This is an optimization exercise on Yosys and OpenROAD, whose aim is small area, a short achievable clock period and few clock cycles per item, not a production implementation. Function was checked by simulation only, so behaviour that the tests miss may differ from the original. Power and IR drop assume default switching activity.

==> flow/design.v <==
module sqrt_mult_system (
    input clk_i,
    input rst_i,
    input start_i,
    input [7:0] a_bi,
    input [7:0] b_bi,
    output [15:0] result,
    output done
);
    wire [5:0] sel;
    wire s000;
    wire s001;
    wire s002;
    wire s003;
    wire s004;
    wire s005;
    wire s006;
    wire s007;
    wire s008;
    wire s009;
    wire s010;
    wire s011;
    wire s012;
    wire s013;
    wire s014;
    wire s015;
    wire s016;
    wire s017;
    wire s018;
    wire s019;
    wire s020;
    wire s021;
    wire s022;
    wire s023;
    wire s024;
    wire s025;
    wire s026;
    wire s027;
    wire s028;
    wire s029;
    wire s030;
    wire s031;
    wire s032;
    wire s033;
    wire s034;
    wire s035;
    wire s036;
    wire s037;
    wire s038;
    wire s039;
    wire s040;
    wire s041;
    wire s042;
    wire s043;
    wire s044;
    wire s045;
    wire s046;
    wire s047;
    wire s048;
    wire s049;
    wire s050;
    wire s051;
    wire s052;
    wire s053;
    wire s054;
    wire s055;
    wire s056;
    wire s057;
    wire s058;
    wire s059;
    wire s060;
    wire s061;
    wire s062;
    wire s063;
    wire s064;
    wire c12;
    assign s000 = ~b_bi[5];
    assign s001 = ~b_bi[4];
    assign s002 = s001 & s000;
    assign s003 = ~s002;
    assign s004 = ~b_bi[6];
    assign s005 = ~b_bi[7];
    assign s006 = s005 & s004;
    assign sel[3] = s006 & s003;
    assign s007 = s002 & s004;
    assign s008 = ~s007;
    assign c12 = s008 & b_bi[7];
    assign s009 = ~b_bi[0];
    assign s010 = ~b_bi[1];
    assign s011 = s010 & s009;
    assign s012 = ~b_bi[2];
    assign s013 = ~b_bi[3];
    assign s014 = s013 & s012;
    assign s015 = s014 & s011;
    assign s016 = b_bi[7] & b_bi[4];
    assign s017 = ~s016;
    assign s018 = s017 & s015;
    assign s019 = ~s018;
    assign s020 = s005 & s001;
    assign s021 = ~s020;
    assign s022 = b_bi[7] & s004;
    assign s023 = ~s022;
    assign s024 = s023 & s021;
    assign s025 = s024 & b_bi[5];
    assign s026 = s025 & s019;
    assign s027 = ~s026;
    assign s028 = s027 & s008;
    assign s029 = ~s028;
    assign s030 = s011 & s012;
    assign s031 = ~s030;
    assign s032 = s031 & b_bi[3];
    assign s033 = ~s032;
    assign s034 = s021 & s004;
    assign s035 = ~s034;
    assign s036 = s035 & s005;
    assign s037 = s036 & s033;
    assign s038 = ~s037;
    assign sel[2] = s038 & s029;
    assign s039 = ~s006;
    assign s040 = ~c12;
    assign sel[4] = s040 & s039;
    assign s041 = ~sel[2];
    assign s042 = s005 & s000;
    assign s043 = s042 & s008;
    assign s044 = ~s043;
    assign s045 = s044 & s023;
    assign s046 = s021 & s003;
    assign s047 = ~s046;
    assign s048 = s047 & s014;
    assign s049 = ~s048;
    assign s050 = s049 & s045;
    assign sel[1] = s050 & s041;
    assign s051 = ~s050;
    assign s052 = s015 & s005;
    assign s053 = ~s052;
    assign s054 = ~s024;
    assign s055 = s054 & s039;
    assign s056 = ~s055;
    assign s057 = s056 & s053;
    assign s058 = ~s057;
    assign s059 = s058 & s000;
    assign s060 = ~s059;
    assign s061 = s060 & s051;
    assign s062 = s034 & s017;
    assign s063 = s062 & s033;
    assign s064 = ~s063;
    assign sel[0] = s064 & s061;
    assign sel[5] = c12;
    wire [16:0] d;
    wire p000;
    wire p001;
    wire p002;
    wire p003;
    wire p004;
    wire p005;
    wire p006;
    wire p007;
    wire p008;
    wire p009;
    wire p010;
    wire p011;
    wire p012;
    wire p013;
    wire p014;
    wire p015;
    wire p016;
    wire p017;
    wire p018;
    wire p019;
    wire p020;
    wire p021;
    wire p022;
    wire p023;
    wire p024;
    wire p025;
    wire p026;
    wire p027;
    wire p028;
    wire p029;
    wire p030;
    wire p031;
    wire p032;
    wire p033;
    wire p034;
    wire p035;
    wire p036;
    wire p037;
    wire p038;
    wire p039;
    wire p040;
    wire p041;
    wire p042;
    wire p043;
    wire p044;
    wire p045;
    wire p046;
    wire p047;
    wire p048;
    wire p049;
    wire p050;
    wire p051;
    wire p052;
    wire p053;
    wire p054;
    wire p055;
    wire p056;
    wire p057;
    wire p058;
    wire p059;
    wire p060;
    wire p061;
    wire p062;
    wire p063;
    wire p064;
    wire p065;
    wire p066;
    wire p067;
    wire p068;
    wire p069;
    wire p070;
    wire p071;
    wire p072;
    wire p073;
    wire p074;
    wire p075;
    wire p076;
    wire p077;
    wire p078;
    wire p079;
    wire p080;
    wire p081;
    wire p082;
    wire p083;
    wire p084;
    wire p085;
    wire p086;
    wire p087;
    wire p088;
    wire p089;
    wire p090;
    wire p091;
    wire p092;
    wire p093;
    wire p094;
    wire p095;
    wire p096;
    wire p097;
    wire p098;
    wire p099;
    wire p100;
    wire p101;
    wire p102;
    wire p103;
    wire p104;
    wire p105;
    wire p106;
    wire p107;
    wire p108;
    wire p109;
    wire p110;
    wire p111;
    wire p112;
    wire p113;
    wire p114;
    wire p115;
    wire p116;
    wire p117;
    wire p118;
    wire p119;
    wire p120;
    wire p121;
    wire p122;
    wire p123;
    wire p124;
    wire p125;
    wire p126;
    wire p127;
    wire p128;
    wire p129;
    wire p130;
    wire p131;
    wire p132;
    wire p133;
    wire p134;
    wire p135;
    wire p136;
    wire p137;
    wire p138;
    wire p139;
    wire p140;
    wire p141;
    wire p142;
    wire p143;
    wire p144;
    wire p145;
    wire p146;
    wire p147;
    wire p148;
    wire p149;
    wire p150;
    wire p151;
    wire p152;
    wire p153;
    wire p154;
    wire p155;
    wire p156;
    wire p157;
    wire p158;
    wire p159;
    wire p160;
    wire p161;
    wire p162;
    wire p163;
    wire p164;
    wire p165;
    wire p166;
    wire p167;
    wire p168;
    wire p169;
    wire p170;
    wire p171;
    wire p172;
    wire p173;
    wire p174;
    wire p175;
    wire p176;
    wire p177;
    wire p178;
    wire p179;
    wire p180;
    wire p181;
    wire p182;
    wire p183;
    wire p184;
    wire p185;
    wire p186;
    wire p187;
    wire p188;
    wire p189;
    wire p190;
    wire p191;
    wire p192;
    wire p193;
    wire p194;
    wire p195;
    wire p196;
    wire p197;
    wire p198;
    wire p199;
    wire p200;
    wire p201;
    wire p202;
    wire p203;
    wire p204;
    wire p205;
    wire p206;
    wire p207;
    wire p208;
    wire p209;
    wire p210;
    wire p211;
    wire p212;
    wire p213;
    wire p214;
    wire p215;
    wire p216;
    wire p217;
    wire p218;
    wire p219;
    wire p220;
    wire p221;
    wire p222;
    wire p223;
    wire p224;
    wire p225;
    wire p226;
    wire p227;
    wire p228;
    wire p229;
    wire p230;
    wire p231;
    wire p232;
    wire p233;
    wire p234;
    wire p235;
    wire p236;
    wire p237;
    wire p238;
    wire p239;
    wire p240;
    wire p241;
    wire p242;
    wire p243;
    wire p244;
    wire p245;
    wire p246;
    wire p247;
    wire p248;
    wire p249;
    wire p250;
    wire p251;
    wire p252;
    wire p253;
    wire p254;
    wire p255;
    wire p256;
    wire p257;
    wire p258;
    wire p259;
    wire p260;
    wire p261;
    wire p262;
    wire p263;
    wire p264;
    wire p265;
    wire p266;
    wire p267;
    wire p268;
    wire p269;
    wire p270;
    wire p271;
    wire p272;
    wire p273;
    wire p274;
    wire p275;
    wire p276;
    wire p277;
    wire p278;
    wire p279;
    wire p280;
    wire p281;
    wire p282;
    wire p283;
    wire fl_p0;
    wire hv9;
    wire hv8;
    wire hv7;
    wire hv6;
    wire hv5;
    wire hv4;
    wire lv9;
    wire lv8;
    wire lv7;
    wire lv6;
    wire lv1;
    wire lv0;
    wire fl_s1_3g;
    wire fl_x1;
    wire fl_x2;
    wire fl_x3;
    assign p208 = ~sel[3];
    assign p217 = ~sel[5];
    assign p220 = p217 & p208;
    assign p221 = ~p220;
    assign p222 = p221 & a_bi[0];
    assign p223 = a_bi[1] & sel[1];
    assign p224 = ~p223;
    assign p225 = a_bi[2] & sel[0];
    assign p226 = ~p225;
    assign p227 = p226 & p224;
    assign p228 = ~a_bi[0];
    assign p229 = p228 & a_bi[1];
    assign p230 = ~p229;
    assign p231 = p230 & a_bi[2];
    assign p232 = ~p231;
    assign p233 = ~a_bi[2];
    assign p234 = p229 & p233;
    assign p235 = ~p234;
    assign p236 = p235 & p232;
    assign p237 = ~p236;
    assign p238 = p237 & sel[2];
    assign p239 = ~p238;
    assign p240 = p239 & p227;
    assign p241 = ~p240;
    assign p242 = p241 & p222;
    assign p243 = ~p242;
    assign p244 = ~p222;
    assign p245 = p240 & p244;
    assign p246 = ~p245;
    assign fl_p0 = p246 & p243;
    assign p247 = ~a_bi[6];
    assign p248 = ~a_bi[4];
    assign p249 = a_bi[0] & a_bi[1];
    assign p250 = ~p249;
    assign p251 = p250 & p233;
    assign p252 = ~p251;
    assign p253 = p252 & a_bi[3];
    assign p254 = ~p253;
    assign p255 = p254 & p248;
    assign p256 = ~p255;
    assign p257 = p256 & a_bi[5];
    assign p258 = ~p257;
    assign p259 = p258 & p247;
    assign p260 = ~p259;
    assign p261 = p260 & a_bi[7];
    assign hv9 = p261 & sel[5];
    assign p262 = ~p261;
    assign p263 = ~a_bi[7];
    assign p264 = ~a_bi[5];
    assign p265 = ~a_bi[3];
    assign p266 = a_bi[1] & a_bi[2];
    assign p267 = ~p266;
    assign p268 = p267 & p265;
    assign p269 = ~p268;
    assign p270 = p269 & a_bi[4];
    assign p271 = ~p270;
    assign p272 = p271 & p264;
    assign p273 = ~p272;
    assign p274 = p273 & a_bi[6];
    assign p275 = ~p274;
    assign p276 = p275 & p263;
    assign p277 = ~p276;
    assign p278 = p277 & p262;
    assign p279 = p278 & sel[5];
    assign p280 = ~p279;
    assign p281 = sel[4] & a_bi[7];
    assign p282 = ~p281;
    assign p283 = p282 & p280;
    assign hv8 = ~p283;
    assign p000 = sel[4] & a_bi[6];
    assign p001 = ~p000;
    assign p002 = a_bi[7] & sel[3];
    assign p003 = ~p002;
    assign p004 = p003 & p001;
    assign p005 = p275 & p260;
    assign p006 = p005 & a_bi[7];
    assign p007 = ~p006;
    assign p008 = ~p005;
    assign p009 = p008 & p263;
    assign p010 = ~p009;
    assign p011 = p010 & p007;
    assign p012 = p011 & sel[5];
    assign p013 = ~p012;
    assign p014 = p013 & p004;
    assign hv7 = ~p014;
    assign p015 = sel[4] & a_bi[5];
    assign p016 = ~p015;
    assign p017 = a_bi[6] & sel[3];
    assign p018 = ~p017;
    assign p019 = p018 & p016;
    assign p020 = p273 & p258;
    assign p021 = ~p020;
    assign p022 = p021 & a_bi[6];
    assign p023 = ~p022;
    assign p024 = p020 & p247;
    assign p025 = ~p024;
    assign p026 = p025 & p023;
    assign p027 = ~p026;
    assign p028 = p027 & sel[5];
    assign p029 = ~p028;
    assign p030 = p029 & p019;
    assign hv6 = ~p030;
    assign p031 = sel[4] & a_bi[4];
    assign p032 = ~p031;
    assign p033 = a_bi[5] & sel[3];
    assign p034 = ~p033;
    assign p035 = p034 & p032;
    assign p036 = p271 & p256;
    assign p037 = p036 & a_bi[5];
    assign p038 = ~p037;
    assign p039 = ~p036;
    assign p040 = p039 & p264;
    assign p041 = ~p040;
    assign p042 = p041 & p038;
    assign p043 = p042 & sel[5];
    assign p044 = ~p043;
    assign p045 = p044 & p035;
    assign hv5 = ~p045;
    assign p046 = sel[4] & a_bi[3];
    assign p047 = ~p046;
    assign p048 = a_bi[4] & sel[3];
    assign p049 = ~p048;
    assign p050 = p049 & p047;
    assign p051 = p266 & p265;
    assign p052 = ~p051;
    assign p053 = a_bi[3] & p233;
    assign p054 = p053 & p250;
    assign p055 = ~p054;
    assign p056 = p055 & p052;
    assign p057 = ~p056;
    assign p058 = p057 & a_bi[4];
    assign p059 = ~p058;
    assign p060 = p056 & p248;
    assign p061 = ~p060;
    assign p062 = p061 & p059;
    assign p063 = p062 & sel[5];
    assign p064 = ~p063;
    assign p065 = p064 & p050;
    assign hv4 = ~p065;
    assign lv9 = p261 & sel[2];
    assign p066 = p278 & sel[2];
    assign p067 = ~p066;
    assign p068 = a_bi[7] & sel[1];
    assign p069 = ~p068;
    assign p070 = p069 & p067;
    assign lv8 = ~p070;
    assign p071 = a_bi[7] & sel[0];
    assign p072 = ~p071;
    assign p073 = a_bi[6] & sel[1];
    assign p074 = ~p073;
    assign p075 = p074 & p072;
    assign p076 = p011 & sel[2];
    assign p077 = ~p076;
    assign p078 = p077 & p075;
    assign lv7 = ~p078;
    assign p079 = a_bi[5] & sel[1];
    assign p080 = ~p079;
    assign p081 = a_bi[6] & sel[0];
    assign p082 = ~p081;
    assign p083 = p082 & p080;
    assign p084 = p027 & sel[2];
    assign p085 = ~p084;
    assign p086 = p085 & p083;
    assign lv6 = ~p086;
    assign p087 = a_bi[0] & sel[1];
    assign p088 = ~p087;
    assign p089 = a_bi[1] & sel[0];
    assign p090 = ~p089;
    assign p091 = p090 & p088;
    assign p092 = ~a_bi[1];
    assign p093 = a_bi[0] & p092;
    assign p094 = ~p093;
    assign p095 = p094 & p230;
    assign p096 = ~p095;
    assign p097 = p096 & sel[2];
    assign p098 = ~p097;
    assign p099 = p098 & p091;
    assign lv1 = ~p099;
    assign p100 = ~sel[0];
    assign p101 = ~sel[2];
    assign p102 = p101 & p100;
    assign p103 = ~p102;
    assign lv0 = p103 & a_bi[0];
    assign p104 = sel[4] & a_bi[0];
    assign p105 = ~p104;
    assign p106 = sel[3] & a_bi[1];
    assign p107 = ~p106;
    assign p108 = p107 & p105;
    assign p109 = p096 & sel[5];
    assign p110 = ~p109;
    assign p111 = p110 & p108;
    assign p112 = ~p111;
    assign p113 = p266 & a_bi[3];
    assign p114 = ~p113;
    assign p115 = p114 & p055;
    assign p116 = p268 & p252;
    assign p117 = ~p116;
    assign p118 = p117 & p115;
    assign p119 = ~p118;
    assign p120 = p119 & sel[2];
    assign p121 = ~p120;
    assign p122 = a_bi[3] & sel[0];
    assign p123 = ~p122;
    assign p124 = sel[1] & a_bi[2];
    assign p125 = ~p124;
    assign p126 = p125 & p123;
    assign p127 = p126 & p121;
    assign p128 = ~p127;
    assign p129 = p128 & p112;
    assign p130 = ~p129;
    assign p131 = p126 & p111;
    assign p132 = p131 & p121;
    assign p133 = ~p132;
    assign p134 = p133 & p242;
    assign p135 = ~p134;
    assign p136 = p135 & p130;
    assign p137 = ~p136;
    assign p138 = sel[4] & a_bi[1];
    assign p139 = ~p138;
    assign p140 = sel[3] & a_bi[2];
    assign p141 = ~p140;
    assign p142 = p141 & p139;
    assign p143 = p237 & sel[5];
    assign p144 = ~p143;
    assign p145 = p144 & p142;
    assign p146 = a_bi[3] & sel[1];
    assign p147 = ~p146;
    assign p148 = a_bi[4] & sel[0];
    assign p149 = ~p148;
    assign p150 = p149 & p147;
    assign p151 = p248 & sel[2];
    assign p152 = p151 & p057;
    assign p153 = ~p152;
    assign p154 = a_bi[4] & sel[2];
    assign p155 = p154 & p056;
    assign p156 = ~p155;
    assign p157 = p156 & p153;
    assign p158 = p157 & p150;
    assign p159 = ~p158;
    assign p160 = p159 & p145;
    assign p161 = ~p160;
    assign p162 = ~p145;
    assign p163 = p158 & p162;
    assign p164 = ~p163;
    assign p165 = p164 & p161;
    assign p166 = ~p165;
    assign p167 = p166 & p137;
    assign p168 = ~p167;
    assign p169 = p159 & p162;
    assign p170 = ~p169;
    assign p171 = p170 & p168;
    assign p172 = a_bi[4] & sel[1];
    assign p173 = ~p172;
    assign p174 = a_bi[5] & sel[0];
    assign p175 = ~p174;
    assign p176 = p175 & p173;
    assign p177 = p264 & sel[2];
    assign p178 = p177 & p036;
    assign p179 = ~p178;
    assign p180 = a_bi[5] & sel[2];
    assign p181 = p180 & p039;
    assign p182 = ~p181;
    assign p183 = p182 & p179;
    assign p184 = p183 & p176;
    assign p185 = sel[4] & a_bi[2];
    assign p186 = ~p185;
    assign p187 = a_bi[3] & sel[3];
    assign p188 = ~p187;
    assign p189 = p188 & p186;
    assign p190 = p119 & sel[5];
    assign p191 = ~p190;
    assign p192 = p191 & p189;
    assign p193 = ~p192;
    assign p194 = p193 & p184;
    assign p195 = ~p194;
    assign p196 = ~p184;
    assign p197 = p192 & p196;
    assign p198 = ~p197;
    assign p199 = p198 & p195;
    assign p200 = ~p199;
    assign p201 = p200 & p171;
    assign p202 = ~p201;
    assign p203 = p192 & p184;
    assign p204 = ~p203;
    assign fl_s1_3g = p204 & p202;
    assign p205 = p133 & p130;
    assign p206 = ~p205;
    assign p207 = p206 & p242;
    assign p209 = ~p207;
    assign p210 = p205 & p243;
    assign p211 = ~p210;
    assign p212 = p211 & p209;
    assign fl_x1 = ~p212;
    assign p213 = p165 & p136;
    assign p214 = ~p213;
    assign fl_x2 = p214 & p168;
    assign p215 = ~p171;
    assign p216 = p199 & p215;
    assign p218 = ~p216;
    assign p219 = p218 & p202;
    assign fl_x3 = ~p219;
    assign d = { hv9, hv8, hv7, hv6, hv5, hv4, lv9, lv8, lv7, lv6, fl_s1_3g, fl_x3, fl_x2, fl_x1, fl_p0, lv1, lv0 };
    reg        done_r;
    reg [5:0] res_lo;
    reg        cy_r;
    reg [3:0] up_lo;
    reg [5:0] up_hi;
    always @(posedge clk_i) begin
        done_r <= start_i & ~rst_i;
        {up_hi, up_lo, cy_r, res_lo} <= d;
    end
    wire [5:0] u;
    wire q000;
    wire q001;
    wire q002;
    wire q003;
    wire q004;
    wire q005;
    wire q006;
    wire q007;
    wire q008;
    wire q009;
    wire q010;
    wire q011;
    wire q012;
    wire q013;
    wire q014;
    wire q015;
    wire q016;
    wire q017;
    wire q018;
    wire q019;
    wire q020;
    wire q021;
    wire q022;
    wire q023;
    wire q024;
    wire q025;
    wire q026;
    wire q027;
    wire q028;
    wire q029;
    wire q030;
    wire q031;
    wire q032;
    wire q033;
    wire q034;
    wire q035;
    wire q036;
    wire q037;
    wire q038;
    wire q039;
    wire q040;
    wire q041;
    wire q042;
    wire q043;
    wire q044;
    wire q045;
    wire q046;
    wire q047;
    wire q048;
    wire q049;
    wire q050;
    wire q051;
    wire q052;
    wire q053;
    wire q054;
    wire q055;
    wire q056;
    wire q057;
    wire q058;
    wire q059;
    wire q060;
    wire q061;
    wire q062;
    wire q063;
    wire q064;
    wire q065;
    wire q066;
    wire q067;
    wire q068;
    wire q069;
    wire q070;
    wire q071;
    wire q072;
    wire q073;
    wire q074;
    wire q075;
    wire q076;
    wire q077;
    wire q078;
    wire q079;
    wire q080;
    wire q081;
    wire q082;
    wire q083;
    wire q084;
    wire q085;
    wire q086;
    wire q087;
    wire q088;
    wire q089;
    wire q090;
    wire q091;
    wire q092;
    wire q093;
    wire fu_x0;
    wire fu_x1;
    wire fu_x2;
    wire fu_x3;
    wire fu_x4;
    wire fu_x5;
    assign q016 = ~up_lo[0];
    assign q017 = q016 & up_hi[0];
    assign q018 = ~q017;
    assign q019 = ~up_hi[0];
    assign q020 = up_lo[0] & q019;
    assign q021 = ~q020;
    assign q022 = q021 & q018;
    assign q023 = q022 & cy_r;
    assign q024 = ~q023;
    assign q025 = ~cy_r;
    assign q026 = ~q022;
    assign q027 = q026 & q025;
    assign q028 = ~q027;
    assign q029 = q028 & q024;
    assign fu_x0 = ~q029;
    assign q030 = cy_r & up_lo[0];
    assign q031 = ~q030;
    assign q032 = q031 & q019;
    assign q033 = ~q032;
    assign q034 = q025 & q016;
    assign q035 = ~q034;
    assign q036 = q035 & q033;
    assign q037 = ~up_lo[1];
    assign q038 = q037 & up_hi[1];
    assign q039 = ~q038;
    assign q040 = ~up_hi[1];
    assign q041 = up_lo[1] & q040;
    assign q042 = ~q041;
    assign q043 = q042 & q039;
    assign q044 = ~q043;
    assign q045 = q044 & q036;
    assign q046 = ~q045;
    assign q047 = ~q036;
    assign q048 = q043 & q047;
    assign q049 = ~q048;
    assign fu_x1 = q049 & q046;
    assign q050 = ~up_hi[2];
    assign q051 = ~up_lo[2];
    assign q052 = q051 & q050;
    assign q053 = ~q052;
    assign q054 = up_lo[2] & up_hi[2];
    assign q055 = ~q054;
    assign q056 = q055 & q053;
    assign q057 = ~q056;
    assign q058 = up_lo[1] & up_hi[1];
    assign q059 = ~q058;
    assign q060 = q037 & q040;
    assign q061 = ~q060;
    assign q062 = q061 & q035;
    assign q063 = q062 & q033;
    assign q064 = ~q063;
    assign q065 = q064 & q059;
    assign q066 = q065 & q057;
    assign q067 = ~q066;
    assign q068 = ~q065;
    assign q069 = q068 & q056;
    assign q070 = ~q069;
    assign fu_x2 = q070 & q067;
    assign q071 = ~up_hi[3];
    assign q072 = ~up_lo[3];
    assign q073 = q072 & q071;
    assign q074 = ~q073;
    assign q075 = up_lo[3] & up_hi[3];
    assign q076 = ~q075;
    assign q077 = q076 & q074;
    assign q078 = ~q077;
    assign q079 = q070 & q055;
    assign q080 = ~q079;
    assign q081 = q080 & q078;
    assign q082 = ~q081;
    assign q083 = q079 & q077;
    assign q084 = ~q083;
    assign q085 = q084 & q082;
    assign fu_x3 = ~q085;
    assign q086 = q077 & q054;
    assign q087 = ~q086;
    assign q088 = q087 & q076;
    assign q089 = ~q088;
    assign q090 = q089 & up_hi[4];
    assign q091 = ~q090;
    assign q092 = q077 & q056;
    assign q093 = q092 & up_hi[4];
    assign q000 = q093 & q068;
    assign q001 = ~q000;
    assign q002 = q001 & q091;
    assign q003 = ~up_hi[4];
    assign q004 = q092 & q068;
    assign q005 = ~q004;
    assign q006 = q005 & q088;
    assign q007 = q006 & q003;
    assign q008 = ~q007;
    assign fu_x4 = q008 & q002;
    assign q009 = q002 & up_hi[5];
    assign q010 = ~q009;
    assign q011 = ~up_hi[5];
    assign q012 = ~q002;
    assign q013 = q012 & q011;
    assign q014 = ~q013;
    assign q015 = q014 & q010;
    assign fu_x5 = ~q015;
    assign u = { fu_x5, fu_x4, fu_x3, fu_x2, fu_x1, fu_x0 };
    assign result = {4'b0, u, res_lo};
    assign done   = done_r;
endmodule
==> flow/flow/run.sh <==
#!/bin/bash
# Layout flow: the standard ORFS flow, with two changes.
#  1. Synthesis is ORFS's own script (with the standard flow's -nofsm -noshare wrapper,
#     flatten and renaming, as in synth_recipe.tcl), but ABC maps with the
#     script in flow/abc.script (the logic feeding the output ports first,
#     with flow/abc_post.script if present), and full/half adder extraction
#     can be skipped.
#  2. The port buffers inserted during placement are buf cells instead of
#     the slow clkdlybuf cells that buffer_ports picks by default.
# Settings come from flow/params.sh. Each tool's output goes to its own log.
set -euo pipefail
HERE=$(pwd)
source "$HERE/flow/params.sh"
export MY_ABC_SCRIPT="$HERE/flow/abc.script"
if [ -f "$HERE/flow/abc_post.script" ]; then export MY_ABC_POST_SCRIPT="$HERE/flow/abc_post.script"; fi
export MY_NOFA
export BUFFER_PORTS_ARGS="-buffer_cell $PORT_BUFFER"
sed "s#SYNTH_SCRIPT=[^ ]*#SYNTH_SCRIPT=$HERE/flow/synth.tcl#" standard.sh > my_standard.sh
bash my_standard.sh finish > flow_make.log 2>&1
==> flow/flow/abc.script <==
strash
dch
map -D 1300
topo
stime -c
==> flow/flow/abc_post.script <==
strash
dch
map -D 300
topo
stime -c
buffer -c
upsize -c -D 300
dnsize -c -D 300
==> flow/flow/params.sh <==
MY_NOFA=1
PORT_BUFFER=sky130_fd_sc_hd__buf_1
==> flow/flow/synth.tcl <==
# synth_recipe.tcl with hooks: abc runs flow/abc.script (MY_ABC_SCRIPT);
# when MY_ABC_POST_SCRIPT is set, the logic in the input cone of the output
# ports (back to the flip-flops) is mapped first, with that script; and
# extract_fa is skipped when MY_NOFA is 1.
proc synth {args} { yosys synth -nofsm -noshare {*}$args }
proc abc {args} {
  set out {}
  set skip 0
  foreach a $args {
    if {$skip} { set skip 0; continue }
    if {$a eq "-script" || $a eq "-D"} { set skip 1; continue }
    lappend out $a
  }
  if {[info exists ::env(MY_ABC_POST_SCRIPT)] && $::env(MY_ABC_POST_SCRIPT) ne ""} {
    set outp $out
    lappend outp -script $::env(MY_ABC_POST_SCRIPT)
    yosys select -set postcone o:* %ci*:-sky130_fd_sc_hd__dfxtp_1
    yosys abc {*}$outp @postcone
  }
  lappend out -script $::env(MY_ABC_SCRIPT)
  yosys abc {*}$out
}
if {$::env(MY_NOFA)} { proc extract_fa {args} {} }
source $::env(SCRIPTS_DIR)/synth.tcl
# left out here: clear keep_hierarchy, flatten, clean up, hide names made inside functions, write 1_2_yosys.v
==> flow/standard.sh <==
#!/bin/bash
# synth_recipe.tcl (not shown) runs the flow's synth.tcl, then flattens the netlist and writes it again
# the make line also repeats each setting of config.mk as NAME=value (left out here)
make -C /OpenROAD-flow-scripts/flow DESIGN_CONFIG=/design/flow/config.mk WORK_HOME=/design/flow/orfs CLKGATE_MAP_FILE= SYNTH_SCRIPT=/design/flow/synth_recipe.tcl "${@:-finish}"
==> flow/config.mk <==
export PLATFORM = sky130hd
export DESIGN_NAME = sqrt_mult_system
export DESIGN_NICKNAME = sqrt_mult_system
export VERILOG_FILES = /design/flow/design.v
export SDC_FILE = /design/flow/constraint.sdc
export NUM_CORES = 4
export LEC_CHECK = 0
export CAP_MARGIN = 20
export CORE_MARGIN = 2
export CORE_UTILIZATION = 40
export SETUP_SLACK_MARGIN = 2.3
export SLEW_MARGIN = 20
==> flow/constraint.sdc <==
create_clock -name core_clock -period 5.0 [get_ports {clk_i}]
set_input_delay 1.0000 -clock core_clock [delete_from_list [all_inputs] [get_ports {clk_i}]]
set_output_delay 1.0000 -clock core_clock [all_outputs]
set_load 0.01 [all_outputs]
==> results of run 1 <==
## power by group through the flow
stage | clock network (mW) | logic (mW) | registers, mW
2_1_floorplan | 0 | 0.160 | 0.191
3_3_place_gp | 0 | 0.189 | 0.186
3_5_place_dp | 0 | 0.187 | 0.186
4_1_cts | 0.0701 | 0.190 | 0.183
5_1_grt | 0.0741 | 0.236 | 0.185
6_report | 0.0679 | 0.204 | 0.182
## critical path, cell delays in order
cell,delay (ns)
buf_1,0.18
clkinv_1,0.18
or2_2,0.35
nand2_1,0.09
nand2_1,0.06
xor2_1,0.17
a22oi_1,0.09
o21ai_1,0.14
xor2_1,0.19
nand3_1,0.12
o21a_1,0.12
## metrics by stage
| step | total power [mW] | hold WS [ns] |
|---|---|---|
| floorplan | 0.351 | 1.07 |
| global placement | 0.374 | 1.15 |
| detailed placement | 0.374 | 1.16 |
| CTS | 0.443 | 0.847 |
| global route | 0.495 | 0.854 |
| finish | 0.454 | 0.849 |
## state kept, by name, summed over array words and instances (netlist names)
name	flops
res_lo	6
up_hi	6
up_lo	4
cy_r	1
done_r	1
## cells in the final DEF, fill, tap and decap left out, drive strengths merged
master / Yosys / final
a31oi: 1 / 1
xnor2: 6 / 6
o21ai: 8 / 8
a221oi: 1 / 1
and2: 3 / 3
o22ai: 5 / 5
nand4: 2 / 2
dfxtp: 18 / 18
a21oi: 9 / 9
a21boi: 2 / 2
o21a: 2 / 2
nand2: 45 / 45
xor2: 6 / 6
or2: 2 / 2
nor2: 32 / 32
a22oi: 7 / 7
o31ai: 1 / 1
o21bai: 2 / 2
clkinv: 22 / 19
o211ai: 1 / 1
buf: 10 / 32
conb: 1 / 4
o221ai: 4 / 4
inv: 4 / 7
clkbuf: 0 / 7
nand3: 9 / 9
nor3: 1 / 1
and3: 1 / 1
## what timing repair did
action / in CTS / in global routing
gates resized for setup: 4 / 24
setup buffers: 1 / 4
endpoints found under the setup margin: 3 / 4
pin swaps: 1 / 4
## final cells by class
| cell class | count | area [um2] | share of cell area (%) |
|---|---|---|---|
| Tap cell | 44 | 55.1 | 3.49 |
| Multi-Input combinational cell | 154 | 881 | 55.9 |
| Sequential cell | 18 | 360 | 22.9 |
| Clock buffer | 3 | 22.5 | 1.43 |
| Timing Repair Buffer | 36 | 159 | 10.1 |
| Inverter | 26 | 97.6 | 6.20 |
## metal layers
layer / vias to the layer above / global-route usage (%)
li1: 733 / -
met1: 622 / 21.5
met2: 40 / 27.8
met3: 7 / 2.07
met4: 0 / 7.90
met5: - / 0
## cell families (layout without fill, tap and decap cells)
group,count (synthesis),after routing
AOI/OAI and AO/OA,43,43
xor gates and xnor gates,12,12
buffers and inverters,36,65
DFF,18,18
other,1,4
and+or+nand+nor,95,95
## final timing paths
| path | start | endpoint | slack, ns | cells past startpoint |
|---|---|---|---|---|
| worst max-delay path | a_bi[3] | cy_r | 2.49 | 11 |
| worst min-delay path | rst_i | done_r | 0.85 | 2 |
## Yosys cell counts (all sizes together) (3+ instances only)
cell type / instances
xnor2: 6
nand3: 9
o22ai: 5
buf: 10
inv: 4
a21oi: 9
dfxtp: 18
and2: 3
a22oi: 7
nor2: 32
o21ai: 8
o221ai: 4
nand2: 45
xor2: 6
clkinv: 22
==> metrics.csv, run 1 <==
stage,metric,value,unit
synth,syn avg cell area,6.49,um2
route,Remaining DRCs,0,
route,Vias,1402,
route,drt pass-1 iters,4,
global_routing,remaining global-route overflow,0,
synth,Post-Synthesis Cells,205,
power,net switching power,0.175,mW
route,post-route ant nets,0,
clock_tree,Clock transition at path regs,0.09,ns
status,status,timing/DRC/antenna clean,
worst_hold_path,Hold WC Path Type,in -> reg,
route,routed wl met2,1370,um
synth,Compound-Gate Fraction of Synth Area,21.7,%
synth,Synth Cell Area,1330,um2
sta,unrepaired setup endpoints after global routing,true,
die,Die W,61.7,um
synth,register area share after synthesis,27.1,%
sta,crit path time final,2.51,ns
synth,Adder-Cell Fraction of Synth Area,0,%
synth,Area contributors post-synth,"dfxtp_1 (27%), nand2_1 (13%), nor2_1 (8.7%)",
placement,PortBufs,31,
layout,Layout area overhead,18.3,%
route,Via density,4.99,
clock_tree,clk sinks,18,
route,top sig layer,met4,
placement,DP Cell Count,273,
layout,final std cells w/o fill,281,
die,I/O pin cnt,36,
critical_path,Required @ worst endpoint,5.19,ns
layout,nets,258,
power,Clock power frac,15.0,%
die,Die ar.,3810,um2
synth,"EDFF count, synth",0,
critical_path,CP Capture Type,register,
die,Core ar.,3100,um2
clock_tree,cts hold-fix bufs,0,
placement,Placed Area,1440,um2
synth,top_reg_cell synth,dfxtp_1,
layout,layout filler cell count,330,
power,combinational power share,44.9,%
global_routing,gr usage total,16.7,%
sta,Slew Limit Fails,0,
sta,final hold violations,0,
layout,Layout Utilization,50.8,%
layout,layout cells sized above 1,14.8,%
placement,Post-DP HPWL,2250,um
sta,TNS Setup,0,ns
die,Die Y,61.7,um
sta,Final WS setup,2.49,ns
synth,main combinational cell family by area after synthesis,simple AND/OR/NAND/NOR gates,
synth,synthesis-stage register bit count,18,
clock_tree,Num CTS Buffers,3,
die,Initial Util,42.9,%
sta,final setup fails,0,
synth,mux cell area share after synthesis,0,%
power,maximum vdd drop,93.3,uV
route,Metal-1 WL,1320,um
synth,post-synthesis xor/xnor area fraction,7.89,%
layout,finished layout cell area,1580,um2
synth,Synth warnings,1,
placement,Setup Slack @ Placement,1.72,ns
sta,Final Cycle Share,50.1,%
route,WL/cell,10.4,um
global_routing,number of global-route vias before repair,1161,
power,Lkg Pwr,0.669,nW
synth,area fraction of the dominant cell type after synthesis,27.1,%
clock_tree,clock root cell,clkbuf_4,
critical_path,"Arr. time, crit path",2.70,ns
global_routing,first-pass GRT wire length,4770,um
synth,Yosys cell types,32,
clock_tree,clk buf depth,2,
power,Power Density,288,nW/um2
global_routing,initial antenna violation count,0,
power,Seq pwr share,40.1,%
die,FP Rows,20,
route,1st-iter DRT viols,44,
synth,most area-hungry cell type in the Yosys netlist,dfxtp_1,
route,final wirelength,2910,um
power,Switching Share,38.5,%
synth,post-synthesis async set-or-reset flop share,0,%
sta,Peak Freq,399,MHz
route,routed wl met3,147,um
critical_path,crit-path max FO,4,
global_routing,largest net degree at the start of global routing,10,
clock_tree,H-tree depth,1,
critical_path,CP startpoint kind,input port,
placement,placer congestion estimate,0.932,
power,Internal,0.279,mW
layout,antenna fix cells,0,
critical_path,Setup CP Type,in -> reg,
job,Max Cap Viol,0,
synth,post-synthesis simple-gate area fraction,30.1,%
clock_tree,CTS tree,built,
Testbench counts, summed over its fixed seeds: cycles 8,000, items 4,000.
==> run 2: changes to the inputs <==
==> flow/flow/abc_post.script (replaced) <==
strash
dch
map -D 300
topo
stime -c
--- a/flow/config.mk
+++ b/flow/config.mk
@@ -8,5 +8,6 @@
 export CAP_MARGIN = 20
 export CORE_MARGIN = 2
 export CORE_UTILIZATION = 40
+export GPL_TIMING_DRIVEN = 1
 export SETUP_SLACK_MARGIN = 2.3
 export SLEW_MARGIN = 20
==> run 2 against run 1 <==
Effect of this change:
- fmax is 1.2% lower
- still clean
- largest power group unchanged
- worst hold slack worse by 0.0082 ns
- utilization is 1.5 points lower
==> metrics.csv, run 2 <==
stage,metric,value,unit
status,status,timing/DRC/antenna clean,
clock_tree,Num CTS Buffers,3,
global_routing,gr usage total,15.4,%
layout,layout cells sized above 1,9.87,%
clock_tree,cts hold-fix bufs,0,
synth,synthesis-stage register bit count,18,
layout,Layout area overhead,15.3,%
layout,most frequent cells in the layout,"nand2_1 (44), nor2_1 (29), buf_1 (29)",
sta,Slew Limit Fails,0,
layout,antenna fix cells,0,
critical_path,Required @ worst endpoint,5.25,ns
critical_path,"Arr. time, crit path",2.78,ns
sta,Peak Freq,394,MHz
global_routing,first-pass GRT wire length,4400,um
placement,PortBufs,31,
die,FP Rows,20,
power,Seq pwr share,39.2,%
route,drt pass-1 iters,4,
power,Clock power frac,19.2,%
sta,crit path time final,2.54,ns
global_routing,largest net degree at the start of global routing,11,
placement,Post-DP HPWL,2180,um
placement,Placed Area,1420,um2
route,Vias,1304,
sta,final hold violations,0,
global_routing,grt met3 use,2.52,%
placement,placer congestion estimate,0.859,
critical_path,Crit path largest cell delay,0.22,ns
global_routing,busiest metal layer after global routing,met2,
sta,TNS Setup,0,ns
route,final wirelength,2690,um
route,WL/cell,9.72,um
critical_path,WP buf/inv,4,
route,1st-iter DRT viols,34,
critical_path,Setup CP Type,in -> reg,
synth,Synth Cell Area,1320,um2
die,Die W,61.3,um
power,Internal,0.289,mW
synth,Area contributors post-synth,"dfxtp_1 (27%), nand2_1 (13%), nor2_1 (9.1%)",
placement,Setup Slack @ Placement,1.73,ns
synth,area fraction of the dominant cell type after synthesis,27.4,%
worst_hold_path,Hold WC Path Type,in -> reg,
layout,finished layout cell area,1520,um2
clock_tree,clock root cell,clkbuf_4,
critical_path,CP Capture Type,register,
synth,post-synthesis async set-or-reset flop share,0,%
sta,unrepaired setup endpoints after global routing,true,
critical_path,CP Capture Point,res_lo[5],
sta,final setup fails,0,
power,maximum vdd drop,93.2,uV
clock_tree,clk sinks,18,
critical_path,WP depth,13,
critical_path,crit-path leading delay family,simple AND/OR/NAND/NOR gates,
critical_path,CP cell instances,buf_1 > clkinv_1 > nand2_1 > clkinv_1 > nor2_4 > nor2_1 > inv_2 > o21ai_1 > and2_2 > nor2_1 > a21boi_1 > o21bai_1 > nand2_1,
synth,most frequent cell after synthesis,nand2_1,
route,Remaining DRCs,0,
global_routing,initial antenna violation count,0,
die,Die Y,61.3,um
die,I/O pin cnt,36,
synth,Post-Synthesis Cells,205,
sta,Final Cycle Share,50.8,%
synth,most area-hungry cell type in the Yosys netlist,dfxtp_1,
die,Die ar.,3760,um2
global_routing,met1 Track Usage GR,19.5,%
layout,nets,253,
critical_path,CP startpoint kind,input port,
power,Power Density,305,nW/um2
clock_tree,Clock transition at path regs,0.10,ns
job,Max Cap Viol,0,
critical_path,"Slowest-stage cell, CP",and2_2,
synth,Yosys cell types,26,
route,Via density,4.71,
global_routing,number of global-route vias before repair,1112,
critical_path,crit-path max FO,7,
critical_path,crit path launch,b_bi[6],
global_routing,met2 GRT Util,26.0,%
clock_tree,CTS tree,built,
route,post-route ant nets,0,
layout,Layout Utilization,49.3,%
clock_tree,H-tree depth,1,
synth,Synth warnings,1,
sta,Final WS setup,2.46,ns
global_routing,remaining global-route overflow,0,
power,net switching power,0.173,mW
clock_tree,Post-CTS Setup Bufs,0,
synth,Synth top cells by count,"nand2_1 (45), nor2_1 (32), clkinv_1 (26)",
power,Lkg Pwr,0.624,nW
die,Core ar.,3080,um2
synth,"EDFF count, synth",0,
die,Initial Util,42.7,%
synth,syn avg cell area,6.41,um2
layout,"most common cell after layout, fill and taps aside",nand2_1,
synth,top_reg_cell synth,dfxtp_1,
power,combinational power share,41.6,%
synth,register area share after synthesis,27.4,%
clock_tree,clk buf depth,2,
power,Switching Share,37.5,%
[run 2: cell count changes after synthesis, moves of 2 or more]
cell | previous run | this run
inv_1 | 4 | 0
and2_1 | 2 | 0
clkinv_1 | 22 | 26
and2_2 | 1 | 3
[run 2: logic make-up (layout without fill, tap and decap cells)]
family | after synthesis | in the layout | share of synthesized area (%)
simple gates | 95 | 95 | 30.0
compound gates | 43 | 43 | 21.2
buf+inv | 36 | 61 | 13.1
flops | 18 | 18 | 27.4
xor+xnor | 12 | 12 | 7.99
other cells | 1 | 4 | 0.285
[run 2: power by group through the flow]
stage	clock, mW	combinational, mW	sequential [mW]
after floorplan	0	0.156	0.190
after global placement	0	0.184	0.185
after detailed placement	0	0.183	0.185
after CTS	0.0889	0.185	0.182
after global routing	0.0948	0.220	0.184
final	0.0890	0.193	0.181
[run 2: layout make-up]
class                           count  area [um2]
Multi-Input combinational cell    154         848
Sequential cell                    18         360
Inverter                           26        97.6
Tap cell                           44        55.1
Clock buffer                        4        36.3
Timing Repair Buffer               31         119
Fill cell                         333        1560
[run 2: routing by layer]
layer  part of all wire, %  vias up
li1                      -      719
met1                    48      549
met2                    46       34
met3                   5.2        2
met4                   1.2        0
met5                     0        -
[run 2: how the worst min path moves through the flow]
stage / endpoint / cells past startpoint / slack, ns / start
after floorplan: done_r / 1 / 1.07 / rst_i
after global placement: done_r / 2 / 1.16 / rst_i
after detailed placement: done_r / 2 / 1.16 / rst_i
after CTS: done_r / 2 / 0.85 / rst_i
after global routing: done_r / 2 / 0.86 / rst_i
final: done_r / 2 / 0.84 / rst_i
[run 2: through the flow]
stage	total power, mW	hold WS (ns)	instances
after floorplan	0.346	1.07	208
after global placement	0.369	1.16	273
after detailed placement	0.368	1.16	273
after CTS	0.455	0.847	277
after global routing	0.499	0.861	277
final	0.463	0.841	277
[run 2: repair_timing]
| action | 4_1_cts | 5_1_grt |
|---|---|---|
| setup endpoints to repair | 3 | 6 |
| gates resized for setup | 5 | 17 |
| cloned | 0 | 0 |
==> run 3: changes to the inputs <==
==> flow/flow/abc.script (replaced) <==
strash
dch
map -D 1100
topo
stime -c
--- a/flow/config.mk
+++ b/flow/config.mk
@@ -8,6 +8,5 @@
 export CAP_MARGIN = 20
 export CORE_MARGIN = 2
 export CORE_UTILIZATION = 40
-export GPL_TIMING_DRIVEN = 1
 export SETUP_SLACK_MARGIN = 2.3
 export SLEW_MARGIN = 20
==> run 3 against run 2 <==
Effect of this change:
- total power shrank 5.3%
- clock-buffer cell count is 1 lower
- worst hold slack better by 0.0015 ns
- wire length grew 8.7%
- largest cell class unchanged
- combinational power shrank 2%
- setup slack worse by 0.022 ns
- synthesized area grew 2.5%
==> metrics.csv, run 3 <==
stage,metric,value,unit
power,Power Density,285,nW/um2
synth,Synth top cells by count,"nand2_1 (62), clkinv_1 (29), nor2_1 (23)",
clock_tree,Clock transition at path regs,0.09,ns
synth,most frequent cell after synthesis,nand2_1,
sta,hold_ws,0.842,ns
global_routing,largest net degree at the start of global routing,10,
critical_path,CP cell instances,buf_1 > o31ai_1 > o21ai_0 > nand2_1 > nand2_1 > o221ai_2 > nand3_1 > a22oi_1 > o22ai_1 > nand2_1,
synth,post-synthesis async set-or-reset flop share,0,%
power,Seq pwr share,41.1,%
critical_path,CP Capture Type,register,
critical_path,Crit path largest cell delay,0.33,ns
synth,Synth warnings,1,
synth,Synth Cell Area,1350,um2
critical_path,Required @ worst endpoint,5.24,ns
global_routing,busiest metal layer after global routing,met2,
global_routing,number of global-route vias before repair,1147,
global_routing,initial antenna violation count,0,
route,Via density,4.96,
layout,Layout area overhead,14.0,%
route,Remaining DRCs,0,
die,Initial Util,41.0,%
layout,nets,263,
clock_tree,H-tree depth,1,
sta,Final WS setup,2.44,ns
sta,crit path time final,2.56,ns
global_routing,grt met3 use,1.86,%
critical_path,crit-path leading delay family,compound AO/OA/AOI/OAI gates,
critical_path,CP dominant cell by count,nand2_1,
placement,Post-DP HPWL,2400,um
synth,area fraction of the dominant cell type after synthesis,26.7,%
synth,top_reg_cell synth,dfxtp_1,
critical_path,WP buf/inv,1,
route,Vias,1428,
die,I/O pin cnt,36,
global_routing,met1 Track Usage GR,22.2,%
critical_path,"Arr. time, crit path",2.80,ns
sta,TNS Setup,0,ns
route,final wirelength,2930,um
route,post-route ant nets,0,
layout,layout filler cell count,369,
sta,Peak Freq,391,MHz
global_routing,remaining global-route overflow,0,
synth,most area-hungry cell type in the Yosys netlist,dfxtp_1,
synth,synthesis-stage register bit count,18,
critical_path,"Slowest-stage cell, CP",o31ai_1,
die,Die W,62.0,um
layout,"most common cell after layout, fill and taps aside",nand2_1,
synth,Area contributors post-synth,"dfxtp_1 (27%), nand2_1 (17%), clkinv_1 (8.1%)",
sta,relative slew slack,58.9,%
global_routing,met2 GRT Util,25.4,%
placement,placer congestion estimate,0.852,
critical_path,Setup CP Type,in -> reg,
synth,register area share after synthesis,26.7,%
sta,Final Cycle Share,51.2,%
route,drt pass-1 iters,4,
placement,Setup Slack @ Placement,1.72,ns
synth,"EDFF count, synth",0,
die,Die ar.,3850,um2
power,Internal,0.267,mW
clock_tree,clk sinks,18,
clock_tree,Post-CTS Setup Bufs,0,
clock_tree,clk buf depth,2,
power,maximum vdd drop,85.5,uV
power,Lkg Pwr,0.638,nW
job,Max Cap Viol,0,
placement,PortBufs,31,
die,Core ar.,3280,um2
clock_tree,CTS tree,built,
sta,Slew @ Worst Pin,0.612,ns
synth,Post-Synthesis Cells,215,
clock_tree,clock root cell,clkbuf_4,
power,Clock power frac,15.9,%
global_routing,gr usage total,16.1,%
power,combinational power share,43.0,%
clock_tree,Num CTS Buffers,3,
route,WL/cell,10.2,um
power,net switching power,0.171,mW
synth,Yosys cell types,24,
sta,unrepaired setup endpoints after global routing,true,
critical_path,CP startpoint kind,input port,
status,status,timing/DRC/antenna clean,
global_routing,first-pass GRT wire length,4710,um
sta,final setup fails,0,
clock_tree,cts hold-fix bufs,0,
worst_hold_path,Hold WC Path Type,in -> reg,
sta,Slew Limit Fails,0,
synth,syn avg cell area,6.27,um2
route,1st-iter DRT viols,35,
layout,layout cells sized above 1,7.44,%
layout,antenna fix cells,0,
sta,final hold violations,0,
die,FP Rows,21,
layout,most frequent cells in the layout,"nand2_1 (59), buf_1 (30), clkinv_1 (29)",
die,Die Y,62.0,um
critical_path,crit-path max FO,6,
power,Switching Share,39.0,%
## run 3: kinds of logic after synthesis
group,after synthesis,synth area share (%)
other,1,0.278
DFF,18,26.7
buffers and inverters,39,13.6
xor gates and xnor gates,12,7.80
and+or+nand+nor,110,33.9
AOI/OAI and AO/OA,35,17.6
## run 3: path summary, 6_finish.rpt
kind	start	to	slack, ns	cells after the start
worst max-delay path	b_bi[1]	res_lo[5]	2.44	10
worst min-delay path	rst_i	done_r	0.84	2
## run 3: layer usage
layer | wire length [um] | share of wire, % | vias up
met5 | 0 | 0 | -
met4 | 38 | 1.3 | 0
met3 | 132 | 4.5 | 5
met2 | 1280 | 44 | 36
met1 | 1470 | 50 | 625
li1 | - | - | 762
## run 3: final cells by class
type                            instances  area [um2]  area share, %
Clock buffer                            3        22.5           1.47
Inverter                               29         109           7.08
Multi-Input combinational cell        161         870           56.6
Tap cell                               46        57.6           3.75
Timing Repair Buffer                   31         118           7.65
Sequential cell                        18         360           23.5
## run 3: repair_timing
| item | 4_1_cts | 5_1_grt |
|---|---|---|
| pin swaps | 0 | 0 |
| endpoints found under the setup margin | 4 | 7 |
| gates resized for setup | 4 | 11 |
## run 3: through the flow
stage	utilization, %	std cells	area [um2]	total power [mW]
3_5_place_dp	44.4	285	1460	0.364
3_3_place_gp	44.4	285	1460	0.363
6_report	46.8	288	1540	0.438
5_1_grt	46.8	288	1540	0.477
4_1_cts	45.4	288	1490	0.434
2_1_floorplan	-	218	1360	0.341
## run 3: power by group through the flow
stage / logic, mW / clock network [mW] / registers (mW)
detailed placement: 0.180 / 0 / 0.184
global placement: 0.180 / 0 / 0.183
floorplan: 0.152 / 0 / 0.189
finish: 0.189 / 0.0695 / 0.180
CTS: 0.182 / 0.0711 / 0.181
global route: 0.217 / 0.0765 / 0.184
==> run 4: changes to the inputs <==
==> flow/flow/abc.script (replaced) <==
strash
dch
map -D 1300
topo
stime -c
--- a/flow/config.mk
+++ b/flow/config.mk
@@ -8,5 +8,6 @@
 export CAP_MARGIN = 20
 export CORE_MARGIN = 2
 export CORE_UTILIZATION = 40
+export GPL_ROUTABILITY_DRIVEN = 0
 export SETUP_SLACK_MARGIN = 2.3
 export SLEW_MARGIN = 20
==> run 4 against run 3 <==
Effect of this change:
- final cell count is 3.8% lower
- sequential share of layout area is 0.31 points higher
- flip-flop and latch count stayed put
- largest cell class unchanged
- still clean on timing, DRC and antenna
- clock-buffer cell count is 1 higher
- non-clock buffer count stayed put
- highest routed layer unchanged
- wire length is 8.0% lower
==> metrics.csv, run 4 <==
stage,metric,value,unit
die,Die ar.,3760,um2
global_routing,remaining global-route overflow,0,
synth,syn avg cell area,6.41,um2
route,post-route ant nets,0,
critical_path,"Arr. time, crit path",2.78,ns
route,Remaining DRCs,0,
synth,Synth warnings,1,
critical_path,WP buf/inv,4,
synth,top_reg_cell synth,dfxtp_1,
placement,PortBufs,31,
critical_path,CP Capture Type,register,
layout,nets,253,
synth,Area contributors post-synth,"dfxtp_1 (27%), nand2_1 (13%), nor2_1 (9.1%)",
route,drt pass-1 iters,4,
synth,Post-Synthesis Cells,205,
power,Power Density,305,nW/um2
synth,synthesis-stage register bit count,18,
global_routing,largest net degree at the start of global routing,11,
critical_path,CP cell instances,buf_1 > clkinv_1 > nand2_1 > clkinv_1 > nor2_4 > nor2_1 > inv_2 > o21ai_1 > and2_2 > nor2_1 > a21boi_1 > o21bai_1 > nand2_1,
sta,Slew Limit Fails,0,
placement,Post-DP HPWL,2180,um
status,status,timing/DRC/antenna clean,
die,Initial Util,42.7,%
worst_hold_path,Hold WC Path Type,in -> reg,
critical_path,"Slowest-stage cell, CP",and2_2,
die,Die Y,61.3,um
synth,post-synthesis async set-or-reset flop share,0,%
route,final wirelength,2690,um
layout,Layout Utilization,49.3,%
clock_tree,clk sinks,18,
layout,layout cells sized above 1,9.87,%
die,FP Rows,20,
worst_hold_path,WHS Path Cells,2,
sta,Final Cycle Share,50.8,%
layout,antenna fix cells,0,
clock_tree,Post-CTS Setup Bufs,0,
route,WL/cell,9.72,um
die,Core ar.,3080,um2
layout,Layout area overhead,15.3,%
clock_tree,clk buf depth,2,
sta,TNS Setup,0,ns
global_routing,gr usage total,15.4,%
global_routing,number of global-route vias before repair,1112,
critical_path,Crit path largest cell delay,0.22,ns
layout,"most common cell after layout, fill and taps aside",nand2_1,
synth,Yosys cell types,26,
route,Via density,4.71,
clock_tree,H-tree depth,1,
power,Lkg Pwr,0.624,nW
synth,"EDFF count, synth",0,
layout,most frequent cells in the layout,"nand2_1 (44), nor2_1 (29), buf_1 (29)",
critical_path,CP startpoint kind,input port,
die,Die W,61.3,um
worst_hold_path,Hold Startpoint,rst_i,
sta,crit path time final,2.54,ns
synth,Synth Cell Area,1320,um2
critical_path,crit-path leading delay family,simple AND/OR/NAND/NOR gates,
route,Vias,1304,
sta,unrepaired setup endpoints after global routing,true,
clock_tree,PostCTS Resize Cnt,5,
critical_path,crit-path max FO,7,
sta,final hold violations,0,
global_routing,initial antenna violation count,0,
route,1st-iter DRT viols,34,
clock_tree,clock root cell,clkbuf_4,
clock_tree,Clock transition at path regs,0.10,ns
global_routing,first-pass GRT wire length,4400,um
sta,Peak Freq,394,MHz
critical_path,Required @ worst endpoint,5.25,ns
synth,area fraction of the dominant cell type after synthesis,27.4,%
placement,Placed Area,1420,um2
synth,register area share after synthesis,27.4,%
clock_tree,Num CTS Buffers,3,
layout,finished layout cell area,1520,um2
critical_path,Setup CP Type,in -> reg,
clock_tree,CTS tree,built,
die,I/O pin cnt,36,
worst_hold_path,Worst Hold Path EP,done_r,
synth,most frequent cell after synthesis,nand2_1,
synth,Synth top cells by count,"nand2_1 (45), nor2_1 (32), clkinv_1 (26)",
power,maximum vdd drop,93.2,uV
job,Max Cap Viol,0,
clock_tree,cts hold-fix bufs,0,
sta,final setup fails,0,
synth,most area-hungry cell type in the Yosys netlist,dfxtp_1,
## run 4: cell types whose count changed after synthesis, moves of 3 or more
cell      change
nor2_1        +9
nand3_1       -5
nand2_1      -17
a22oi_1       +6
nand4_1       -3
o221ai_1      -4
o21ai_0       +4
clkinv_1      -3
## run 4: area by class of cell
class | count | area (um2)
Inverter | 26 | 97.6
Tap cell | 44 | 55.1
Sequential cell | 18 | 360
Fill cell | 333 | 1560
Multi-Input combinational cell | 154 | 848
Clock buffer | 4 | 36.3
Timing Repair Buffer | 31 | 119
## run 4: power breakdown
group | internal (mW) | leakage, nW | switching [mW]
Combinational | 0.0767 | 0.452 | 0.116
Sequential | 0.168 | 0.151 | 0.0129
Clock | 0.0444 | 0.0210 | 0.0446
## run 4: worst max path at each step
stage          slack (ns)  depth (start not counted)   endpoint     from
2_1_floorplan        2.31                         10  res_lo[4]  b_bi[7]
3_3_place_gp         1.77                         12  res_lo[5]  b_bi[7]
3_5_place_dp         1.73                         12  res_lo[5]  b_bi[7]
4_1_cts              2.30                         13  res_lo[5]  b_bi[7]
5_1_grt              2.25                         13  res_lo[5]  b_bi[6]
6_report             2.46                         13  res_lo[5]  b_bi[6]
## run 4: cells by family after synthesis
family	share of synthesized area, %
buffers and inverters	13.1
DFF	27.4
other	0.285
AOI/OAI and AO/OA	21.2
and+or+nand+nor	30.0
xor gates and xnor gates	7.99
## run 4: through the flow
stage	hold slack, ns	worst slack, ns	instances	total power, mW
2_1_floorplan	1.07	2.31	208	0.346
3_3_place_gp	1.16	1.77	273	0.369
3_5_place_dp	1.16	1.73	273	0.368
4_1_cts	0.847	2.30	277	0.455
5_1_grt	0.861	2.25	277	0.499
6_report	0.841	2.46	277	0.463
## run 4: layer usage
metal	GRT usage, %	wire (um)
met1	19.5	1280
met2	26.0	1240
met3	2.52	140
met4	6.08	33
met5	0	0
==> run 5: changes to the inputs <==
--- a/flow/config.mk
+++ b/flow/config.mk
@@ -8,6 +8,6 @@
 export CAP_MARGIN = 20
 export CORE_MARGIN = 2
 export CORE_UTILIZATION = 40
-export GPL_ROUTABILITY_DRIVEN = 0
+export PLACE_DENSITY = 0.75
 export SETUP_SLACK_MARGIN = 2.3
 export SLEW_MARGIN = 20
==> run 5 against run 4 <==
Effect of this change:
- still clean on timing, DRC and antenna
- final cell count increased by 1.1%
- critical path depth is the same
- fmax decreased by 0.78%
- combinational power about the same
- die area stayed put
- total power shrank 0.63%
- setup slack got worse by 0.020 ns
- global-route usage shrank 0.17 points
- critical endpoint unchanged
- highest routed layer unchanged
==> metrics.csv, run 5 <==
stage,metric,value,unit
status,status,timing/DRC/antenna clean,
die,Die W,61.3,um
critical_path,crit-path leading delay family,simple AND/OR/NAND/NOR gates,
synth,register area share after synthesis,27.4,%
die,Die Y,61.3,um
clock_tree,clock root cell,clkbuf_4,
synth,synthesis-stage register bit count,18,
synth,area fraction of the dominant cell type after synthesis,27.4,%
clock_tree,clk buf depth,2,
sta,crit path time final,2.56,ns
route,post-route ant nets,0,
worst_hold_path,Hold WC Path Type,in -> reg,
die,FP Rows,20,
route,drt pass-1 iters,4,
synth,Area contributors post-synth,"dfxtp_1 (27%), nand2_1 (13%), nor2_1 (9.1%)",
critical_path,Crit path largest cell delay,0.22,ns
layout,antenna fix cells,0,
synth,Post-Synthesis Cells,205,
critical_path,"Arr. time, crit path",2.75,ns
placement,PortBufs,31,
global_routing,gr usage total,15.2,%
layout,"most common cell after layout, fill and taps aside",nand2_1,
synth,Synth top cells by count,"nand2_1 (45), nor2_1 (32), clkinv_1 (26)",
route,1st-iter DRT viols,41,
synth,Synth warnings,1,
synth,most area-hungry cell type in the Yosys netlist,dfxtp_1,
critical_path,"Slowest-stage cell, CP",clkinv_1,
sta,TNS Setup,0,ns
sta,final hold violations,0,
synth,post-synthesis async set-or-reset flop share,0,%
route,Via density,4.82,
layout,Layout Utilization,49.4,%
global_routing,first-pass GRT wire length,4370,um
synth,Yosys cell types,26,
power,Lkg Pwr,0.633,nW
placement,Setup Slack @ Placement,1.81,ns
sta,Final WS setup,2.44,ns
power,Power Density,302,nW/um2
clock_tree,H-tree depth,1,
layout,layout filler cell count,330,
job,Max Cap Viol,0,
synth,top_reg_cell synth,dfxtp_1,
power,power after layout,0.460,mW
sta,final setup fails,0,
clock_tree,CTS tree,built,
clock_tree,cts hold-fix bufs,0,
clock_tree,clk sinks,18,
power,maximum vdd drop,90.0,uV
layout,Layout area overhead,15.7,%
layout,most frequent cells in the layout,"nand2_1 (45), buf_1 (28), nor2_1 (27)",
critical_path,crit-path max FO,7,
die,Core ar.,3080,um2
critical_path,crit path launch,b_bi[5],
global_routing,number of global-route vias before repair,1097,
layout,nets,256,
sta,unrepaired setup endpoints after global routing,true,
critical_path,CP Capture Type,register,
sta,Final Cycle Share,51.2,%
worst_hold_path,Hold Startpoint,rst_i,
placement,Post-DP HPWL,2190,um
clock_tree,Clock transition at path regs,0.10,ns
route,Remaining DRCs,0,
global_routing,largest net degree at the start of global routing,11,
synth,"EDFF count, synth",0,
clock_tree,Num CTS Buffers,3,
critical_path,Required @ worst endpoint,5.19,ns
critical_path,CP startpoint kind,input port,
route,WL/cell,9.49,um
route,final wirelength,2660,um
sta,hold_ws,0.864,ns
critical_path,Setup CP Type,in -> reg,
placement,placer congestion estimate,0.903,
synth,syn avg cell area,6.41,um2
sta,Peak Freq,391,MHz
synth,Synth Cell Area,1320,um2
global_routing,initial antenna violation count,0,
layout,layout cells sized above 1,10.2,%
route,Vias,1349,
critical_path,WP buf/inv,3,
sta,Slew Limit Fails,0,
die,Die ar.,3760,um2
synth,most frequent cell after synthesis,nand2_1,
global_routing,remaining global-route overflow,0,
critical_path,CP cell instances,buf_1 > nor2_1 > nand2_1 > clkinv_1 > nor2_4 > nor2_1 > clkinv_1 > o21ai_1 > and2_2 > nor2_2 > a21boi_2 > o21bai_1 > nand2_1,
die,Initial Util,42.7,%
die,I/O pin cnt,36,
-- run 5: worst paths after layout --
check | cells after the start | to | slack, ns
max | 13 | res_lo[5] | 2.44
min | 2 | done_r | 0.86
-- run 5: metrics by stage --
step                cell area (um2)  cells
floorplan                      1330    208
global placement               1420    273
detailed placement             1420    273
CTS                            1470    277
global route                   1520    280
finish                         1520    280
-- run 5: cell type report --
cell class | instances | area (um2) | area share [%]
multi-input combinational | 154 | 830 | 54.5
sequential | 18 | 360 | 23.7
tap | 44 | 55.1 | 3.62
inverter | 26 | 97.6 | 6.41
timing repair buffer | 34 | 143 | 9.38
clock buffer | 4 | 36.3 | 2.38
-- run 5: kinds of logic (layout without fill, tap and decap cells) --
family,Yosys count,count (layout),synth area share (%)
other,1,4,0.285
DFF,18,18,27.4
xor gates and xnor gates,12,12,7.99
and+or+nand+nor,95,95,30.0
AOI/OAI and AO/OA,43,43,21.2
buffers and inverters,36,64,13.1
-- run 5: per-layer routing --
metal,global-route usage [%],up-vias,wire [um]
li1,-,727,-
met1,20.7,589,1230
met2,24.3,31,1280
met3,1.89,2,117
met4,6.38,0,33
met5,0,-,0
-- run 5: report_power, final --
part	internal [mW]	total [mW]	switching (mW)	leakage [nW]
Combinational	0.0784	0.194	0.115	0.461
Sequential	0.168	0.181	0.0131	0.151
Clock	0.0443	0.0847	0.0404	0.0210
Total	0.291	0.460	0.169	0.633
-- run 5: what timing repair did --
action                                  CTS  global route
endpoints found under the setup margin    3             6
gates resized for setup                   4            13
pin swaps                                 0             3
buffers inserted                          0             3
==> run 6: changes to the inputs <==
--- a/flow/config.mk
+++ b/flow/config.mk
@@ -8,6 +8,6 @@
 export CAP_MARGIN = 20
 export CORE_MARGIN = 2
 export CORE_UTILIZATION = 40
-export PLACE_DENSITY = 0.75
+export CTS_CLUSTER_SIZE = 20
 export SETUP_SLACK_MARGIN = 2.3
 export SLEW_MARGIN = 20
==> run 6 against run 5 <==
Effect of this change:
- wire length increased by 1.3%
- via count is 3.3% lower
- flip-flop and latch count is the same
- worst hold slack worse by 0.023 ns
- non-clock buffer count fell by 3
- total power grew 0.63%
- sequential share of layout area increased by 0.078 points
- clock power up 5.1%
- combinational power hardly changed
- largest cell class unchanged
==> metrics.csv, run 6 <==
stage,metric,value,unit
synth,most area-hungry cell type in the Yosys netlist,dfxtp_1,
die,Core ar.,3080,um2
critical_path,WP buf/inv,4,
critical_path,"Slowest-stage cell, CP",and2_2,
layout,Layout area overhead,15.3,%
route,drt pass-1 iters,4,
critical_path,Required @ worst endpoint,5.25,ns
die,Die Y,61.3,um
synth,post-synthesis async set-or-reset flop share,0,%
sta,crit path time final,2.54,ns
die,Die W,61.3,um
synth,synthesis-stage register bit count,18,
power,Lkg Pwr,0.624,nW
route,Via density,4.71,
synth,"EDFF count, synth",0,
power,Power Density,305,nW/um2
route,Remaining DRCs,0,
job,Max Cap Viol,0,
synth,Synth warnings,1,
sta,Peak Freq,394,MHz
clock_tree,clk sinks,18,
critical_path,"Arr. time, crit path",2.78,ns
global_routing,first-pass GRT wire length,4400,um
global_routing,remaining global-route overflow,0,
critical_path,crit-path leading delay family,simple AND/OR/NAND/NOR gates,
clock_tree,Post-CTS Setup Bufs,0,
clock_tree,Num CTS Buffers,3,
die,Die ar.,3760,um2
synth,syn avg cell area,6.41,um2
sta,TNS Setup,0,ns
layout,antenna fix cells,0,
synth,Synth top cells by count,"nand2_1 (45), nor2_1 (32), clkinv_1 (26)",
worst_hold_path,Hold WC Path Type,in -> reg,
sta,Final Cycle Share,50.8,%
sta,Slew Limit Fails,0,
synth,Adder-Cell Fraction of Synth Area,0,%
clock_tree,clock root cell,clkbuf_4,
critical_path,crit-path max FO,7,
clock_tree,CTS tree,built,
synth,most frequent cell after synthesis,nand2_1,
clock_tree,H-tree depth,1,
synth,post-synthesis simple-gate area fraction,30.0,%
global_routing,number of global-route vias before repair,1112,
power,power after layout,0.463,mW
layout,nets,253,
die,FP Rows,20,
critical_path,CP startpoint kind,input port,
critical_path,Setup CP Type,in -> reg,
sta,final hold violations,0,
synth,register area share after synthesis,27.4,%
synth,Area contributors post-synth,"dfxtp_1 (27%), nand2_1 (13%), nor2_1 (9.1%)",
route,WL/cell,9.72,um
global_routing,gr usage total,15.4,%
placement,Post-DP HPWL,2180,um
sta,unrepaired setup endpoints after global routing,true,
synth,Yosys cell types,26,
layout,most frequent cells in the layout,"nand2_1 (44), nor2_1 (29), buf_1 (29)",
synth,Compound-Gate Fraction of Synth Area,21.2,%
power,maximum vdd drop,93.2,uV
synth,Synth Cell Area,1320,um2
route,Vias,1304,
route,post-route ant nets,0,
synth,top_reg_cell synth,dfxtp_1,
sta,hold_ws,0.841,ns
global_routing,initial antenna violation count,0,
die,I/O pin cnt,36,
clock_tree,cts hold-fix bufs,0,
synth,post-synthesis xor/xnor area fraction,7.99,%
sta,final setup fails,0,
status,status,timing/DRC/antenna clean,
layout,final std cells w/o fill,277,
critical_path,CP Capture Type,register,
synth,main combinational cell family by area after synthesis,simple AND/OR/NAND/NOR gates,
critical_path,CP cell instances,buf_1 > clkinv_1 > nand2_1 > clkinv_1 > nor2_4 > nor2_1 > inv_2 > o21ai_1 > and2_2 > nor2_1 > a21boi_1 > o21bai_1 > nand2_1,
synth,Post-Synthesis Cells,205,
placement,placer congestion estimate,0.859,
global_routing,largest net degree at the start of global routing,11,
synth,area fraction of the dominant cell type after synthesis,27.4,%
placement,PortBufs,31,
clock_tree,clk buf depth,2,
route,final wirelength,2690,um
die,Initial Util,42.7,%
critical_path,Crit path largest cell delay,0.22,ns
route,1st-iter DRT viols,34,
placement,DP Cell Count,273,
layout,layout cells sized above 1,9.87,%
clock_tree,Clock transition at path regs,0.10,ns
synth,mux cell area share after synthesis,0,%
layout,"most common cell after layout, fill and taps aside",nand2_1,
==> run 6: path summary, 6_finish.rpt <==
path              slack [ns]    start         to  depth (start not counted)
setup / recovery        2.46  b_bi[6]  res_lo[5]                         13
hold / removal          0.84    rst_i     done_r                          2
==> run 6: layer usage <==
layer | share of wire (%) | wire length [um] | vias to the layer above | global-route usage [%]
li1 | - | - | 719 | -
met1 | 48 | 1280 | 549 | 19.5
met2 | 46 | 1240 | 34 | 26.0
met3 | 5.2 | 140 | 2 | 2.52
met4 | 1.2 | 33 | 0 | 6.08
met5 | 0 | 0 | - | 0
==> run 6: kinds of logic (layout without fill, tap and decap cells) <==
kind of cell,after synthesis,after routing
other,1,4
flip-flops,18,18
buffers and inverters,36,61
AO/OA/AOI/OAI,43,43
AND/OR/NAND/NOR,95,95
XOR/XNOR,12,12
==> run 6: where the power goes <==
part / switching [mW] / total, mW / internal, mW
logic: 0.116 / 0.193 / 0.0767
clock network: 0.0446 / 0.0890 / 0.0444
registers: 0.0129 / 0.181 / 0.168
total: 0.173 / 0.463 / 0.289
==> run 6: layout make-up <==
class                      count  area [um2]
fill                         333        1560
multi-input combinational    154         848
sequential                    18         360
clock buffer                   4        36.3
tap                           44        55.1
inverter                      26        97.6
timing repair buffer          31         119
==> run 6: timing repair <==
action                     4_1_cts  5_1_grt
setup endpoints to repair        3        6
pin swaps                        0        0
resized for setup                5       17
==> run 6: stage by stage <==
stage / setup WS [ns] / utilization (%) / cell area [um2]
2_1_floorplan: 2.31 / - / 1330
3_3_place_gp: 1.77 / 46.2 / 1420
3_5_place_dp: 1.73 / 46.2 / 1420
4_1_cts: 2.30 / 47.6 / 1470
5_1_grt: 2.25 / 49.3 / 1520
6_report: 2.46 / 49.3 / 1520

-- separate check: timing with driven ports --
No port has a modelled driver above. Below, the same layouts with a new extraction and two added sets of constraints. Step 1 (the two cells are an assumption about what drives the block):
set clk [get_ports {clk_i}]
set_driving_cell -lib_cell sky130_fd_sc_hd__clkbuf_16 $clk
set_driving_cell -lib_cell sky130_fd_sc_hd__buf_2 [delete_from_list [all_inputs] $clk]
Step 2 also shifts input and output timing later by t, the mid clock arrival at the registers, as if the neighbouring blocks saw the same clock. Slacks: no drivers / after step 1 / after step 2; pairs: no drivers / after step 1.
run	shift t [ns]	setup slack, ns	worst setup path at the end	latest minus earliest clock arrival (ns)	worst data-port slew with drivers (ns)
run 1	0.309	2.493 / 2.490 / 2.181	input to register	0.000 / 0.000	0.03
run 2	0.315	2.462 / 2.462 / 2.149	input to register	0.003 / 0.003	0.03
run 3	0.312	2.440 / 2.439 / 2.127	input to register	0.002 / 0.002	0.04
run 4	0.315	2.462 / 2.462 / 2.149	input to register	0.003 / 0.003	0.03
run 5	0.304	2.442 / 2.447 / 2.143	input to register	0.012 / 0.012	0.03
run 6	0.315	2.462 / 2.462 / 2.149	input to register	0.003 / 0.003	0.03
After both steps every run listed still meets setup and hold.
